This design comes from an exercise in tuning for small area on the open sky130 flow, not from production work.
In this exercise RTL edits were held to simulation tests only and were not proved equivalent to the original.
The flow treats the clock pin as an ideal source. Dropping or thinning the clock tree relies on that and would not hold on a real chip.
No activity file was given, so power comes from the tool's default toggle rates.

## top
module top(
		o_seg_enb,
		o_seg_dp,
		o_seg,
		o_alarm,
		i_sw0,
		i_sw1,
		i_sw2,
		i_sw3,
		clk,
		rst_n);
output	[5:0]	o_seg_enb	;
output		o_seg_dp	;
output	[6:0]	o_seg		;
output		o_alarm		;
input		i_sw0		;
input		i_sw1		;
input		i_sw2		;
input		i_sw3		;
input		clk		;
input		rst_n		;
reg	[4:0]	c0;
reg	[2:0]	b0;	 
reg	[4:0]	b1;	 
reg	[1:0]	b2;	 
reg		c0_f;
always @(*) begin
	case ({c0[3], c0[1], c0[0], c0[4]})
	4'd0: c0_f = 1'b1;
	4'd1: c0_f = 1'b0;
	4'd2: c0_f = 1'b1;
	4'd3: c0_f = 1'b0;
	4'd4: c0_f = 1'b0;
	4'd5: c0_f = 1'b1;
	4'd6: c0_f = 1'b1;
	4'd7: c0_f = 1'b0;
	4'd8: c0_f = 1'b0;
	4'd9: c0_f = 1'b1;
	4'd10: c0_f = 1'b0;
	4'd11: c0_f = 1'b1;
	4'd12: c0_f = 1'b0;
	4'd13: c0_f = 1'b0;
	4'd14: c0_f = 1'b0;
	4'd15: c0_f = 1'b0;
	endcase
end
wire	c0_w = (c0 == 5'd16);	 
wire	b0_w = (b0 == 3'd7);
wire	b1_w = (b1 == 5'd24);
always @(posedge clk or negedge rst_n) begin
	if (!rst_n) begin
		c0 <= 5'd0; b0 <= 3'd0; b1 <= 5'd0; b2 <= 2'd0;
	end else begin
		c0 <= {c0[3:0], c0_f};
		if (c0_w) begin
			b0 <= b0 + 3'd1;
			if (b0_w) begin
				b1 <= b1_w ? 5'd0 : b1 + 5'd1;
				if (b1_w) b2 <= b2 + 2'd1;
			end
		end
	end
end
wire	c0_0	= (c0 == 5'd0);	 
wire	c0_1	= (c0 == 5'd1);	 
wire	c0_2	= (c0 == 5'd3);	 
wire	c0_3	= (c0 == 5'd7);	 
wire	clk_bit	= b2[0];	 
  ...
export LEC_CHECK = 0
export CAP_MARGIN = 20
export CORE_MARGIN = 2
export CORE_UTILIZATION = 70
export SLEW_MARGIN = 20
create_clock -name core_clock -period 20.0 [get_ports {clk}]
standard.sh (not shown) runs the stock make flow with config.mk's settings and CLKGATE_MAP_FILE= SYNTH_SCRIPT=/design/flow/synth_recipe.tcl, a recipe that flattens the netlist after the stock synthesis.
==> flow/flow/run.sh <==
#!/bin/bash
# Own layout flow: the standard synthesis, then its combinational logic re-mapped
# for area (registers untouched), then the standard layout steps from floorplan on.
set -euo pipefail
W=$PWD
F=$W/flow
R=$W/orfs/results/$FLOW_PLATFORM/top/base
PLAT=$FLOW_HOME/platforms/$FLOW_PLATFORM

bash standard.sh synth > $W/log_1_standard_synth.log 2>&1
cp $R/1_2_yosys.v $W/1_2_yosys.standard.v

printf 'set_driving_cell sky130_fd_sc_hd__buf_1\nset_load 5\n' > $W/abc.constr
export RS_LIB=$PLAT/lib/sky130_fd_sc_hd__tt_025C_1v80.lib
export RS_IN=$W/1_2_yosys.standard.v
export RS_OUT=$W/1_2_yosys.resyn.v
export RS_TOP=$FLOW_TOP
export RS_ABC=$F/area.abc
export RS_CONSTR=$W/abc.constr
export RS_PERIOD_PS=$(python3 -c "print(int(round($FLOW_PERIOD_NS*1000)))")
export RS_DONT_USE="$(sed -n '/DONT_USE_CELLS/,/^$/p' $PLAT/config.mk | grep -o 'sky130_fd_sc_hd__[a-z0-9_]*' | tr '\n' ' ')"
yosys -c $F/resyn.tcl > $W/log_2_resyn.log 2>&1
cp $RS_OUT $R/1_2_yosys.v

bash standard.sh do-1_synth > $W/log_3_synth_odb.log 2>&1
export OWN_FLOW_DIR=$F
export OWN_CLK_SLEW_TARGET=0.105
bash standard.sh \
  "POST_CTS_TCL=$F/post_cts.tcl" \
  "BUFFER_PORTS_ARGS=-buffer_cell sky130_fd_sc_hd__buf_1" \
  "CTS_ARGS=-sink_clustering_enable -repair_clock_nets -dont_use_dummy_load -buf_list sky130_fd_sc_hd__clkbuf_8 -root_buf sky130_fd_sc_hd__clkbuf_8 -sink_clustering_size 40 -sink_clustering_max_diameter 150" \
  finish > $W/log_4_standard_finish.log 2>&1
Other scripts of this flow, unchanged in this note and not shown: flow/flow/area.abc, flow/flow/clk_tree.tcl, flow/flow/post_cts.tcl, flow/flow/resyn.tcl
Change:
--- a/flow/design.v
+++ b/flow/design.v
@@ -255,21 +255,43 @@
 		5'd13: th = 4'd12;	 
 		5'd26: th = 4'd12;	 
 		5'd20: th = 4'd10;	 
 		5'd8: th = 4'd9;	 
 		5'd16: th = 4'd8;	 
 		default: th = 4'd8;
 	endcase
 end
 reg	[3:0]	tc;
+reg	[3:0]	tci;
+always @(*) begin
+	case (tc)
+		4'd1: tci = 4'd0;
+		4'd2: tci = 4'd1;
+		4'd3: tci = 4'd4;
+		4'd4: tci = 4'd2;
+		4'd5: tci = 4'd8;
+		4'd6: tci = 4'd5;
+		4'd7: tci = 4'd10;
+		4'd8: tci = 4'd14;
+		4'd9: tci = 4'd3;
+		4'd10: tci = 4'd7;
+		4'd11: tci = 4'd9;
+		4'd12: tci = 4'd13;
+		4'd13: tci = 4'd6;
+		4'd14: tci = 4'd12;
+		4'd15: tci = 4'd11;
+		default: tci = 4'd14;
+	endcase
+end
+wire	hit = (tci >= th);
 always @(posedge clk) begin
-	if (!al) tc <= 4'd15;
-	else if (tc >= th) tc <= 4'd0;
-	else tc <= tc + 4'd1;
+	if (!al) tc <= 4'd8;
+	else if (hit) tc <= 4'd1;
+	else tc <= {tc[2:0], tc[3] ^ tc[2]};
 end
 reg		tone;
 always @(posedge clk or negedge rst_n) begin
 	if (!rst_n) tone <= 1'b0;
-	else if (al && tc >= th) tone <= ~tone;
+	else if (al && hit) tone <= ~tone;
 end
 assign	o_alarm = tone & al & clk_bit;
 endmodule
Cell area grows by 0.98%. Setup slack is better by 0.044 ns. Global-route usage grows by 2.8 points. Clock power barely changes. Wire length grows by about 8%. Register-to-register slack is better by 0.36 ns. Synthesized cell count grows by 3.5%. Critical path depth shrinks by 2. Final cell count grows by about 3.6%. Worst hold slack is better by 0.054 ns. Total power stays flat. Clock skew grows by 0.0058 ns.
In every run of this note, the design's own scripts or RTL, not TritonCTS, make the clock network.

## afterwards: timing with drivers on the ports
No port has a modelled driver above. Below, the same layouts with a new extraction and two added sets of constraints. Step 1 sets driving cells, clkbuf_16 on the clock port and buf_2 on the other inputs (assumed; they add their load-dependent delay and slew). Step 2, shift: input delay + t, output delay - t, t = (earliest + latest rising clock arrival at the registers) / 2. This alone moves slack from input paths to output paths. a / b / c = ideal ports / drivers / drivers and shift; a / b = the first two.
run	shift t [ns]	setup WS [ns]	hold slack, ns	cell pins on the clock port's net
the first run	0.416	12.387 / 12.359 / 12.775	0.389 / 0.389 / 0.389	1
the second run	0.462	12.431 / 12.403 / 12.864	0.444 / 0.444 / 0.444	1
After both steps every run listed still meets setup and hold.
